Context: an optimization exercise on an open-source flow, tuned for small area, a short achievable clock period and few clock cycles per item. The choices shown serve that exercise and are no tape-out recipe. The RTL was checked by simulation tests, not by an equivalence proof against the original design. Power figures rest on the tool's default switching activity, not on a simulated workload.

## flow/design.v (module list and top-level ports; edited modules follow where they fit)
// module configurable_fir: 10975 lines
// module fir_seln: 3 lines
// module fir_selp: 3 lines
// module fir_fa: 4 lines
// module fir_ha: 4 lines
module configurable_fir (
  input  logic        clk,
  input  logic        reset,
  input  logic        enable,
  input  logic        bypass,
  input  logic [15:0] tap_din,
  input  logic        tap_din_valid,
  output logic        tap_din_ready,
  output logic        tap_din_done,
  input  logic [15:0] din,
  input  logic        din_valid,
  output logic        din_ready,
  output logic [15:0] dout,
  output logic        dout_valid,
  input  logic        dout_ready
);
  // ...
==> flow/run.sh <==
#!/bin/bash
# synth_recipe.tcl (not shown) runs the flow's synth.tcl, then flattens the netlist and writes it again
# the make line also repeats each setting of config.mk as NAME=value (left out here)
make -C /OpenROAD-flow-scripts/flow DESIGN_CONFIG=/design/flow/config.mk WORK_HOME=/design/flow/orfs CLKGATE_MAP_FILE= SYNTH_SCRIPT=/design/flow/synth_recipe.tcl finish
==> flow/config.mk <==
export PLATFORM = sky130hd
export DESIGN_NAME = configurable_fir
export DESIGN_NICKNAME = configurable_fir
export VERILOG_FILES = /design/flow/design.v
export SDC_FILE = /design/flow/constraint.sdc
export NUM_CORES = 4
export LEC_CHECK = 0
export CAP_MARGIN = 20
export CORE_MARGIN = 2
export CORE_UTILIZATION = 40
export CTS_CLUSTER_DIAMETER = 100
export CTS_CLUSTER_SIZE = 30
export SETUP_SLACK_MARGIN = 4.0
export SLEW_MARGIN = 20
export SYNTH_HIERARCHICAL = 1
export SYNTH_MINIMUM_KEEP_SIZE = 0
==> flow/constraint.sdc <==
create_clock -name core_clock -period 8.0 [get_ports {clk}]
set_input_delay 1.6000 -clock core_clock [delete_from_list [all_inputs] [get_ports {clk}]]
set_output_delay 1.6000 -clock core_clock [all_outputs]
set_load 0.01 [all_outputs]
==> PnR_summary.wiki, run 1 <==
{| class="wikitable"
! Metric !! Value
|-
| Run status || no timing/DRC/antenna violations
|-
| Number of failing hold endpoints at the final stage || 0
|-
| Worst IR drop on VDD || between 0.0002 and 0.00025 V
|-
| Seq cells post-synth || 1326
|-
| Cell kind with the greatest summed area || multi-input gates
|-
| Post-layout net count || around 13000
|-
| Top cell types by occurrence after synthesis || fa_1, a22oi_1, mux2_2, clkbuf_1, edfxtp_1
|-
| Critical path capture point || dout[12]$_DFFE_PP_
|-
| Hold path startpoint || P1[471]$_DFF_P_
|-
| Xor/xnor cell area share of the yosys netlist || 0.415%
|-
| Ys flop type || edfxtp_1
|-
| Global routing usage on met3 || between 10% and 20%
|-
| Gate count after technology mapping || 10482
|-
| Clock Power Share || 33.7%
|-
| Crit-path slowest cell || fa_1
|-
| Number of well taps || 4305
|-
| CTS hold repair buffers || 0
|-
| Worst hold path depth || 0
|-
| Worst R2R Path Depth || 15
|-
| Routed WL per cell || about 48 um
|-
| # placed instances || 13800
|-
| Int Pwr || about 11000 uW
|-
| Number of filler instances in the final layout || slightly below 30000
|-
| Dominant combinational cell family by area after synthesis || adder cells
|-
| Count of buffers inserted at the top-level ports || 57
|-
| # clock sinks || approximately 1300
|-
| Main area contributors after synthesis || fa_1, mux2_2, edfxtp_1
|-
| Clock tree from TritonCTS || done
|-
| Inverter count of the layout excluding clock inverters || 104
|-
| Maximum number of pins on one net before global-route repair || between 90 and 100
|-
| Area occupied by multi-input gates || 90900 um^2
|-
| Non-clock buffering overhead || between 6 and 7%
|-
| Max-cap viol count || 0
|-
| Global placer's final weighted congestion || 1.10
|-
| Total negative slack for setup checks || 0 ps
|-
| Worst reg2reg startpoint || P2[41]$_DFF_P_
|}
Testbench counts, summed over its fixed seeds: cycles 2,080, items 2,048.
==> run 2: changes to the inputs <==
--- a/flow/config.mk
+++ b/flow/config.mk
@@ -8,8 +8,6 @@
 export CAP_MARGIN = 20
 export CORE_MARGIN = 2
 export CORE_UTILIZATION = 40
-export CTS_CLUSTER_DIAMETER = 100
-export CTS_CLUSTER_SIZE = 30
 export SETUP_SLACK_MARGIN = 4.0
 export SLEW_MARGIN = 20
 export SYNTH_HIERARCHICAL = 1
==> run 2 against run 1 <==
  * Still clean on timing, DRC and antenna
  * Critical path depth unchanged
  * Final area rose by 1.0%
  * Final cell count grew 0.69%
  * Non-clock buffer count fell by 59
  * Via count rose by 0.92%
  * Critical path type unchanged
==> PnR_summary.wiki, run 2 <==
{| class="wikitable"
! Metric !! Value
|-
| Number of detailed-route iterations in the first pass || 10
|-
| Share of synthesized registers carrying an async set or reset || 0%
|-
| Crit path required time || ~8600 ps
|-
| WHS || about 280 ps
|-
| Overall global routing resource usage || 42.1%
|-
| Number of nets with antenna violations after detailed routing || 0
|-
| Number of antenna violations at the first check in global routing || 35
|-
| Top cell types by occurrence after synthesis || fa_1, a22oi_1, mux2_2, clkbuf_1, edfxtp_1
|-
| Largest Register || P1
|-
| Fraction of the yosys area taken by sequential cells || 26.2%
|-
| # clock sinks || 1326 (unchanged)
|-
| Routed WL per cell || 47.4 um (-0.45%)
|-
| Part of the cycle the worst path needs || between 50% and 60%
|-
| Leakage power of the design || around 0.042 uW
|-
| Min-delay worst type || reg -> reg
|-
| Count of standard-cell rows || 208
|-
| Max-slew violation count || 0
|-
| Startpoint-to-endpoint class of the critical path || reg -> reg
|-
| Number of placed I/O pins || between 50 and 60
|-
| Area of the core || between 300000 and 400000 um^2
|-
| Library cell with the largest summed area after synthesis || fa_1
|-
| Synth-to-layout area growth || 12.9%
|-
| Die outline area || between 300000 and 400000 um^2
|-
| Final setup violation count || 0
|-
| Number of buffers added by the clock tree synthesis step || 171
|-
| Total vias in the final route || roughly 110k
|-
| Number of remaining DRC errors || 0
|-
| CTS hold repair buffers || 0 (unchanged)
|-
| Transition at the pin with the smallest max-transition slack || roughly 1200 ps
|-
| Number of levels the H-tree was split into || 4
|-
| # placed instances || 13800 (unchanged)
|-
| Vias per cell || 7.12
|-
| Largest registers || P1 x474, H x256, T x256
|-
| Clock period minus worst slack || between 4000 and 5000 ps
|-
| Starting density of the core || between 40% and 50%
|-
| Achievable clock frequency || 231 MHz
|-
| Synth unique cells || 68
|-
| Final Instance Count excl. Fillers || about 15000
|-
| Routed wire length || about 700000 um
|-
| Fraction of layout cells with a size suffix above 1 || roughly a third
|-
| Synth Warn # || 14
|-
| Total grt overflow || 0
|-
| Max FFs per register || about 470
|-
| Main area contributors after synthesis || fa_1, mux2_2, edfxtp_1
|-
| Width of the die || ~570 um
|-
| Gate count after technology mapping || 10482 (unchanged)
|-
| Top cell type's share of synthesized area || about 33%
|-
| Detail Placement HPWL || 512000 um
|-
| Clock edge transition at the registers on the reported setup and hold paths || 60 ps
|-
| Post-synthesis average cell area || 12.3 um^2
|-
| Number of enable-type register cells in the synthesized netlist || 712
|-
| Insertion delay of the later-clocked pin in the worst-skew pair || 960 ps
|-
| Ys flop type || edfxtp_1
|-
| Most common cell after layout, fill and taps aside || fa_1
|-
| Crit. End Element || flop
|-
| Most frequent cells in the layout || fa_1, a22oi_1, mux2_2, buf_4, edfxtp_1
|-
| Seq cells post-synth || 1326 (unchanged)
|-
| Via count of the first global-routing pass || slightly above 100k
|-
| Run status || no timing/DRC/antenna violations
|-
| Max-cap viol count || 0 (unchanged)
|-
| Utilization of the core after routing || 45.3%
|-
| Maximum count of clock buffers along a single path || 4
|-
| Global placer's final weighted congestion || 1.10 (unchanged)
|-
| Total negative slack for setup checks || 0 ps (unchanged)
|-
| Number of failing hold endpoints at the final stage || 0 (unchanged)
|-
| Startpoint class of the critical path || flop
|-
| Worst IR drop on VDD || 0.000225 V (-7.2%)
|-
| RSZ-0062 raised after global routing || yes
|-
| Crit-path max FO || 15
|-
| Cell with the most instances after synthesis || fa_1
|-
| Maximum number of pins on one net before global-route repair || 99 (unchanged)
|-
| Root Driver || clkbuf_16
|-
| Clk_skew || between 100 and 150 ps
|-
| Post-synthesis instance area || approximately 130000 um^2
|-
| Post-layout net count || 12596 (+0.15%)
|-
| Die Height || about 570 um
|-
| First-pass GRT wire length || 932000 um
|-
| Initial DRC Count || approximately 19000
|-
| Worst path arrival time || 4970 ps
|-
| Power per cell area || around 140 nW/um^2
|-
| Count of buffers inserted at the top-level ports || 57 (unchanged)
|-
| Pwr Total || roughly 20000 uW
|-
| Relative slew slack || 18.1%
|-
| Clock tree from TritonCTS || done
|}
-- run 2: cell counts after synthesis --
No cell type changed its count.
-- run 2: cells by family (layout without fill, tap and decap cells) --
logic type / after synthesis / count (layout) / synth area share, %
buf+inv: 1445 / 1391 / 4.24
fa+ha+maj: 2248 / 2248 / 34.3
xor+xnor: 61 / 61 / 0.415
other cells: 1 / 41 / 0.00291
flops: 1326 / 1326 / 26.2
simple gates: 1025 / 1026 / 3.71
mux: 1905 / 1905 / 16.7
compound gates: 2471 / 2471 / 14.5
-- run 2: layer usage --
metal	global-route usage (%)	wire [um]	vias up
met2	57.9	276000	10537
met5	0.485	706	-
li1	-	-	37744
met4	27.7	63400	30
met3	19.5	114000	2477
met1	52.7	246000	54431
-- run 2: worst max-delay path: stages, from the launching register on --
cell	delay, ps
dfxtp_2	320
fa_1	550
inv_2	50
ha_4	210
a21o_1	210
or4_4	480
o211a_4	320
a41o_4	370
a2111oi_4	370
o21ai_2	130
nor4_4	240
buf_6	150
buf_4	120
o21ai_4	60
buf_12	160
o221a_2	250
-- run 2: layout make-up --
cell class              count  area, um^2
clock buffers             220        4690
inverters                 104         390
fillers                 29039      175000
multi-input cells        7724       90900
repair buffers            982        9230
clock inverters            85         988
diodes                     28        70.1
flip-flops and latches   1326       33700
well taps                4305        5390
-- run 2: path summary, 6_finish.rpt --
path         slack (ps)  cells after the start      startpoint                end
max                3670                     15  P2[39]$_DFF_P_  dout[0]$_DFFE_PP_
max reg2reg        3670                     15  P2[39]$_DFF_P_  dout[0]$_DFFE_PP_
min reg2reg         280                      0   P1[8]$_DFF_P_      P2[6]$_DFF_P_
min                 280                      0   P1[8]$_DFF_P_      P2[6]$_DFF_P_
-- run 2: per-stage QoR --
step | worst slack [ps] | cell area (um^2)
finish | 3670 | 145000
detailed placement | 2640 | 132000
floorplan | 1520 | 129000
CTS | 3720 | 143000
global route | 3620 | 145000
global placement | 2690 | 132000
-- run 2: power breakdown --
part	internal (uW)	switching, uW	total [uW]
logic	1500	2540	4040
clock network	4580	3580	8150
registers	7360	283	7640
total	13400	6390	19800
-- run 2: timing repair --
action	4_1_cts	5_1_grt
endpoints found under the setup margin	519	261
pin swaps	23	18
gates resized for setup	159	105
cloned	2	0
buffers inserted	486	152
-- run 2: per-module statistics from Yosys (local to each module, per instance) --
module,cell area [um^2],cells,flip-flops and latches
configurable_fir,85700,8326,1326
fir_fa,20.0,1,0
fir_ha,12.5,1,0
==> run 3: changes to the inputs <==
--- a/flow/config.mk
+++ b/flow/config.mk
@@ -5,6 +5,7 @@
 export SDC_FILE = /design/flow/constraint.sdc
 export NUM_CORES = 4
 export LEC_CHECK = 0
+export ABC_AREA = 1
 export CAP_MARGIN = 20
 export CORE_MARGIN = 2
 export CORE_UTILIZATION = 40
==> run 3 against run 2 <==
  * First-iteration DRC count grew 11%
  * Register-to-register slack improved by 130 ps
  * Highest routed layer unchanged
  * Area after synthesis down 11%
  * Critical path type unchanged
  * Largest power group unchanged
  * Via count rose by 3.4%
  * Die area shrank 11%
  * Sequential share of layout area is 2.5 points higher
  * Core utilization up 0.84 points
==> PnR_summary.wiki, run 3 <==
{| class="wikitable"
! Metric !! Value
|-
| Top cell types by occurrence after synthesis || fa_1, a21oi_1, o22ai_1, inv_1, clkbuf_1
|-
| Number of buffers added by the clock tree synthesis step || 166 (-2.9%)
|-
| # clock sinks || 1326 (unchanged)
|-
| Fraction of layout cells with a size suffix above 1 || 16.9% (-15 points)
|-
| Starting density of the core || 40.1% (-0.068 points)
|-
| Root Driver || clkbuf_16
|-
| Routed WL per cell || 53.1 um (+12%)
|-
| First-pass GRT wire length || 1020000 um (+9.3%)
|-
| Area of the core || 284000 um^2 (-11%)
|-
| Transition at the pin with the smallest max-transition slack || 1300 ps (+74.5 ps)
|-
| Post-layout net count || 13262 (+5.3%)
|-
| Detail Placement HPWL || 612000 um (+20%)
|-
| Startpoint-to-endpoint class of the critical path || reg -> reg
|-
| Vias per cell || 7.31 (+2.6%)
|-
| Clock period minus worst slack || 4200 ps (-134 ps)
|-
| Max-slew violation count || 0 (unchanged)
|-
| Total vias in the final route || 108842 (+3.4%)
|-
| Routed wire length || 791000 um (+13%)
|-
| Number of nets with antenna violations after detailed routing || 0 (unchanged)
|-
| Number of detailed-route iterations in the first pass || 13 (+3)
|-
| Crit path required time || 8810 ps (+170 ps)
|-
| Clock edge transition at the registers on the reported setup and hold paths || 80 ps (+20 ps)
|-
| Post-synthesis average cell area || 10.6 um^2 (-14%)
|-
| Initial DRC Count || 21124 (+11%)
|-
| Share of synthesized registers carrying an async set or reset || 0% (unchanged)
|-
| Number of failing hold endpoints at the final stage || 0 (unchanged)
|-
| Worst IR drop on VDD || 0.000235 V (+4.6%)
|-
| Die Height || 538 um (-5.8%)
|-
| Largest registers || P1 x474, H x256, T x256
|-
| Maximum number of pins on one net before global-route repair || 108 (+9.1%)
|-
| Power per cell area || 152 nW/um^2 (+12%)
|-
| Width of the die || 538 um (-5.8%)
|-
| Post-synthesis instance area || 114000 um^2 (-11%)
|-
| Final setup violation count || 0 (unchanged)
|-
| Most frequent cells in the layout || a21oi_1, o22ai_1, fa_1, inv_1, edfxtp_1
|-
| Number of placed I/O pins || 59 (unchanged)
|-
| Die outline area || 289000 um^2 (-11%)
|-
| Overall global routing resource usage || 53.9% (+12 points)
|-
| Worst path arrival time || 5000 ps (+30 ps)
|-
| Maximum count of clock buffers along a single path || 4 (unchanged)
|-
| Number of remaining DRC errors || 0 (unchanged)
|-
| Startpoint class of the critical path || flop
|-
| Crit-path slowest cell || fa_2
|-
| Part of the cycle the worst path needs || 52.4% (-1.7 points)
|-
| Insertion delay of the later-clocked pin in the worst-skew pair || 960 ps (about the same)
|-
| Final Instance Count excl. Fillers || 14899 (+0.85%)
|-
| RSZ-0062 raised after global routing || yes
|-
| Cell with the most instances after synthesis || fa_1
|-
| Crit-path max FO || 5 (-10)
|-
| Relative slew slack || 13.1% (-5.1 points)
|-
| Crit. End Element || flop
|-
| Library cell with the largest summed area after synthesis || fa_1
|-
| Max-cap viol count || 0 (unchanged)
|-
| CTS hold repair buffers || 0 (unchanged)
|-
| WHS || 328 ps (+44.6 ps)
|-
| Bufs and invs on worst path || 3 (-1)
|-
| Final Worst Setup Slack || 3800 ps (+134 ps)
|-
| Min-delay worst type || reg -> reg
|-
| Pre-CTS setup slack || 1950 ps (-683 ps)
|-
| Max FFs per register || 474 (unchanged)
|-
| Ordered cell list for the critical path || clkinvlp_4 > buf_4 > buf_4 > o22ai_1 > a21oi_1 > fa_2 > fa_2 > fa_1 > fa_1
|-
| Top cell type's share of synthesized area || 37.6% (+4.3 points)
|-
| Synth unique cells || 48 (-29%)
|-
| Most common cell after layout, fill and taps aside || a21oi_1
|-
| Leakage power of the design || 0.0386 uW (-7.7%)
|-
| Global placer's final weighted congestion || 1.15 (+5.0%)
|-
| Count of buffers inserted at the top-level ports || 57 (unchanged)
|-
| Seq cells post-synth || 1326 (unchanged)
|-
| Number of enable-type register cells in the synthesized netlist || 712 (unchanged)
|-
| Largest Register || P1
|-
| Main area contributors after synthesis || fa_1, edfxtp_1, o22ai_1
|-
| Ys flop type || edfxtp_1
|-
| Via count of the first global-routing pass || 103343 (+0.91%)
|-
| Achievable clock frequency || 238 MHz (+3.2%)
|-
| # placed instances || 14042 (+1.8%)
|-
| Number of antenna violations at the first check in global routing || 55 (+57%)
|-
| Synth-to-layout area growth || 15.2%
|-
| Total grt overflow || 0 (unchanged)
|-
| Worst path max stage delay || 970 ps (+420 ps)
|-
| Fraction of the yosys area taken by sequential cells || 29.5% (+3.4 points)
|-
| Clock tree from TritonCTS || done
|-
| Count of standard-cell rows || 196 (-5.8%)
|-
| Cell family contributing the most delay on the critical path || adder cells
|-
| Number of levels the H-tree was split into || 4 (unchanged)
|-
| Synth Warn # || 14 (unchanged)
|-
| Clk_skew || 68.9 ps (-35.2 ps)
|-
| Run status || no timing/DRC/antenna violations
|-
| Gate count after technology mapping || 10784 (+2.9%)
|}
run 3: layer usage:
| layer | global-route usage, % | share of wire (%) | routed length [um] |
|---|---|---|---|
| met2 | 70.7 | 38 | 299000 |
| met1 | 65.3 | 35 | 274000 |
| met5 | 2.60 | 0.20 | 1590 |
| met3 | 28.8 | 17 | 132000 |
| met4 | 41.7 | 11 | 84700 |
run 3: area by class of cell:
class	instances	area, um^2
Antenna cell	29	72.6
Clock buffer	215	4660
Clock inverter	86	866
Fill cell	26639	153000
Inverter	960	4260
Multi-Input combinational cell	7709	76000
Sequential cell	1326	33700
Tap cell	3762	4710
Timing Repair Buffer	812	7100
run 3: repair_timing:
action,4_1_cts,5_1_grt
pin swaps,24,54
endpoints found under the hold margin,0,0
buffers inserted,345,179
cloned,2,0
endpoints found under the setup margin,891,500
resized for setup,563,336
run 3: per-module statistics from Yosys (local to each module, per instance):
module | cells inside | copies in the design | flip-flops and latches | area, um^2
configurable_fir | 8628 | 1 | 1326 | 71000
fir_ha | 1 | 18 | 0 | 12.5
fir_fa | 1 | 2138 | 0 | 20.0
run 3: stage by stage:
stage	utilization (%)	instance area (um^2)	setup TNS, ps	power [uW]
after floorplan	-	114000	-192000	9400
after detailed placement	41.6	118000	0	11200
final	46.2	131000	0	20000
after CTS	45.2	129000	0	19300
after global routing	46.2	131000	0	20200
after global placement	41.6	118000	0	11200
run 3: report_power, final:
group	internal, uW	switching, uW
Sequential	7320	150
Clock	4500	3530
Combinational	1240	3240
Total	13100	6920
run 3: worst paths after layout:
path / cells after the start / startpoint / end / slack (ps)
worst max-delay path: 9 / PS[2][0]$_DFFE_PP_ / P1[29]$_DFF_P_ / 3800
worst min-delay path: 0 / P1[2]$_DFF_P_ / P2[2]$_DFF_P_ / 330
worst max register to register: 9 / PS[2][0]$_DFFE_PP_ / P1[29]$_DFF_P_ / 3800
worst min register to register: 0 / P1[2]$_DFF_P_ / P2[2]$_DFF_P_ / 330
run 3: cell families after synthesis:
family	share of synthesized area, %
simple gates	3.62
compound gates	21.9
buf+inv	5.83
flops	29.5
xor+xnor	0.361
other cells	0.00329
fa+ha+maj	38.8

## port drivers added, routing unchanged
The results above use ideal ports. As a check the final layouts listed here were re-extracted and re-timed, cells and wires unchanged. Step 1, drivers: a clkbuf_16 drives clk and a buf_2 each remaining input, both assumed. Step 2 times the ports against the registers' clock, not the clock port: input delays grow and output delays shrink by t, the midpoint of the rising clock arrivals with the driver on. Slacks: ideal ports / drivers / drivers and shift; pairs: ideal ports / drivers.
| run | shift t [ns] | setup slack, ns | cell pins on the clock port's net |
|---|---|---|---|
| run 1 | 1.029 | 3.708 / 3.708 / 2.922 | 1 |
| run 2 | 1.036 | 3.670 / 3.670 / 2.915 | 1 |
| run 3 | 1.030 | 3.804 / 3.804 / 3.141 | 1 |
After both steps every run listed still meets setup and hold. For run 1, which loses most, drivers alone change the setup slack by 0.000 ns; drivers and shift together by -0.786 ns.
